This is an optimization exercise on Yosys and OpenROAD, whose aim is a short achievable clock period and few clock cycles per item, not a production implementation.
In this exercise RTL edits were held to simulation tests only and were not proved equivalent to the original.
Power and IR drop assume default switching activity.

==> inputs of v19 <==
// myCPU
module myCPU (
    input  wire         cpu_rst,
    input  wire         cpu_clk,
    output wire [15:0]  inst_addr,
    input  wire [31:0]  inst,
    output wire [31:0]  ram_addr,
    input  wire [31:0]  ram_rdata,
    output wire         ram_wen,
    output wire [31:0]  ram_wdata,
    output reg          debug_wb_have_inst,
    output reg  [31:0]  debug_wb_pc,
    output reg          debug_wb_ena,
    output reg  [ 4:0]  debug_wb_reg,
    output reg  [31:0]  debug_wb_value
);
==> flow/config.mk <==
export PLATFORM = sky130hd
export DESIGN_NAME = myCPU
export DESIGN_NICKNAME = myCPU
export VERILOG_FILES = /design/flow/design.v
export SDC_FILE = /design/flow/constraint.sdc
export NUM_CORES = 4
export LEC_CHECK = 0
export CAP_MARGIN = 20
export CELL_PAD_IN_SITES_DETAIL_PLACEMENT = 1
export CELL_PAD_IN_SITES_GLOBAL_PLACEMENT = 1
export CORE_MARGIN = 2
export CORE_UTILIZATION = 35
export PLACE_DENSITY = 0.45
export SETUP_SLACK_MARGIN = 5
export SLEW_MARGIN = 20
export SYNTH_HIERARCHICAL = 1
export SYNTH_MINIMUM_KEEP_SIZE = 0
export TNS_END_PERCENT = 10
==> flow/constraint.sdc <==
create_clock -name core_clock -period 10.0 [get_ports {cpu_clk}]
set_input_delay 2.0000 -clock core_clock [delete_from_list [all_inputs] [get_ports {cpu_clk}]]
set_output_delay 2.0000 -clock core_clock [all_outputs]
set_load 0.01 [all_outputs]
standard.sh (not shown) runs the stock make flow with config.mk's settings and CLKGATE_MAP_FILE= SYNTH_SCRIPT=/design/flow/synth_recipe.tcl, a recipe that flattens the netlist after the stock synthesis.
==> flow/flow/run.sh <==
#!/bin/bash
set -euo pipefail
MARGIN=6.5
export BUFFER_PORTS_ARGS="-buffer_cell sky130_fd_sc_hd__buf_4"
sed -e "s/SETUP_SLACK_MARGIN=[0-9.]*/SETUP_SLACK_MARGIN=${MARGIN} ADDER_MAP_FILE=/" standard.sh > standard_margin.sh
grep -q "SETUP_SLACK_MARGIN=${MARGIN} ADDER_MAP_FILE=" standard_margin.sh
bash standard_margin.sh > flow_make.log 2>&1
==> inputs of v28, as changes to v19 <==
==> flow/flow/run.sh (replaced) <==
#!/bin/bash
set -euo pipefail
MARGIN=6.5
export BUFFER_PORTS_ARGS="-buffer_cell sky130_fd_sc_hd__buf_4"
sed -e "s/SETUP_SLACK_MARGIN=[0-9.]*/SETUP_SLACK_MARGIN=${MARGIN}/" standard.sh > standard_margin.sh
grep -q "SETUP_SLACK_MARGIN=${MARGIN}" standard_margin.sh
bash standard_margin.sh > flow_make.log 2>&1
--- a/flow/config.mk
+++ b/flow/config.mk
@@ -10,6 +10,6 @@
 export CELL_PAD_IN_SITES_GLOBAL_PLACEMENT = 1
 export CORE_MARGIN = 2
-export CORE_UTILIZATION = 35
-export PLACE_DENSITY = 0.45
+export CORE_UTILIZATION = 25
+export PLACE_DENSITY = 0.35
 export SETUP_SLACK_MARGIN = 5
 export SLEW_MARGIN = 20
==> results.py <==
metrics = {
    "timing": {
        "fmax_mhz": 224,
        "finalCriticalPeriod_ns": 4.47,
    },
    "min_path": {
        "hold_start": "ptgt_d[1]$_DFFE_PN_",
    },
    "status": {
        "status": "finished clean",
    },
    "final_layout": {
        "final_area_sq_um": 170000,
        "syn2layout_area_growth_pct": 28.3,
    },
    "worst_setup_path": {
        "required_ns": 10.88,
        "cp_slowest_cell": "a222oi_1",
    },
    "drt": {
        "first_pass_iters": 9,
    },
    "grt": {
        "grt_pass1_wl_mm": 1280,
        "grt_max_degree": 166,
    },
    "pwr": {
        "clkPwrFrac": 0.348,
    },
}
The numbers above come from v28.

==> results.py <==
metrics = {
    "timing": {
        "finalCriticalPeriod_ns": 4.30,
        "fmax_mhz": 232,
    },
    "status": {
        "status": "finished clean",
    },
    "pwr": {
        "clkPwrFrac": 0.328,
    },
    "min_path": {
        "hold_start": "pc_e[26]$_DFF_P_",
    },
    "final_layout": {
        "final_area_sq_um": 167000,
    },
    "grt": {
        "grt_max_degree": 203,
        "grt_pass1_wl_mm": 1140,
    },
    "worst_setup_path": {
        "required_ns": 10.82,
    },
}
The numbers above come from v19.

Testbench counts of v19, summed over its fixed seeds: cycles 24,429, instrs 22,862.
Testbench counts of v28, summed over its fixed seeds: cycles 24,429, instrs 22,862.

re-timing with driven ports:
In the flow no input, the clock included, has a driving cell. The finished layouts below were timed again as built, in two steps. Step 1 assumes that a clkbuf_16 drives the clock port and a buf_2 every other input. Step 2 moves the port delays by t, midway between the first and last clock arrival at a register: inputs arrive t later, outputs are due t later. That takes back most of the time a late clock gives input paths. a / b / c = ideal / step 1 / step 2; a / b = the first two.
| run | shift t [ns] | setup WS [ns] | worst setup path at the end |
|---|---|---|---|
| v19 | 1.092 | 5.698 / 5.698 / 4.619 | input to register |
| v28 | 1.129 | 5.532 / 5.504 / 4.376 | input to register |
After both steps setup and hold are still met in every run listed. The setup slack of v28, which loses most, moves by -0.028 ns with the drivers and by -1.156 ns with both steps.
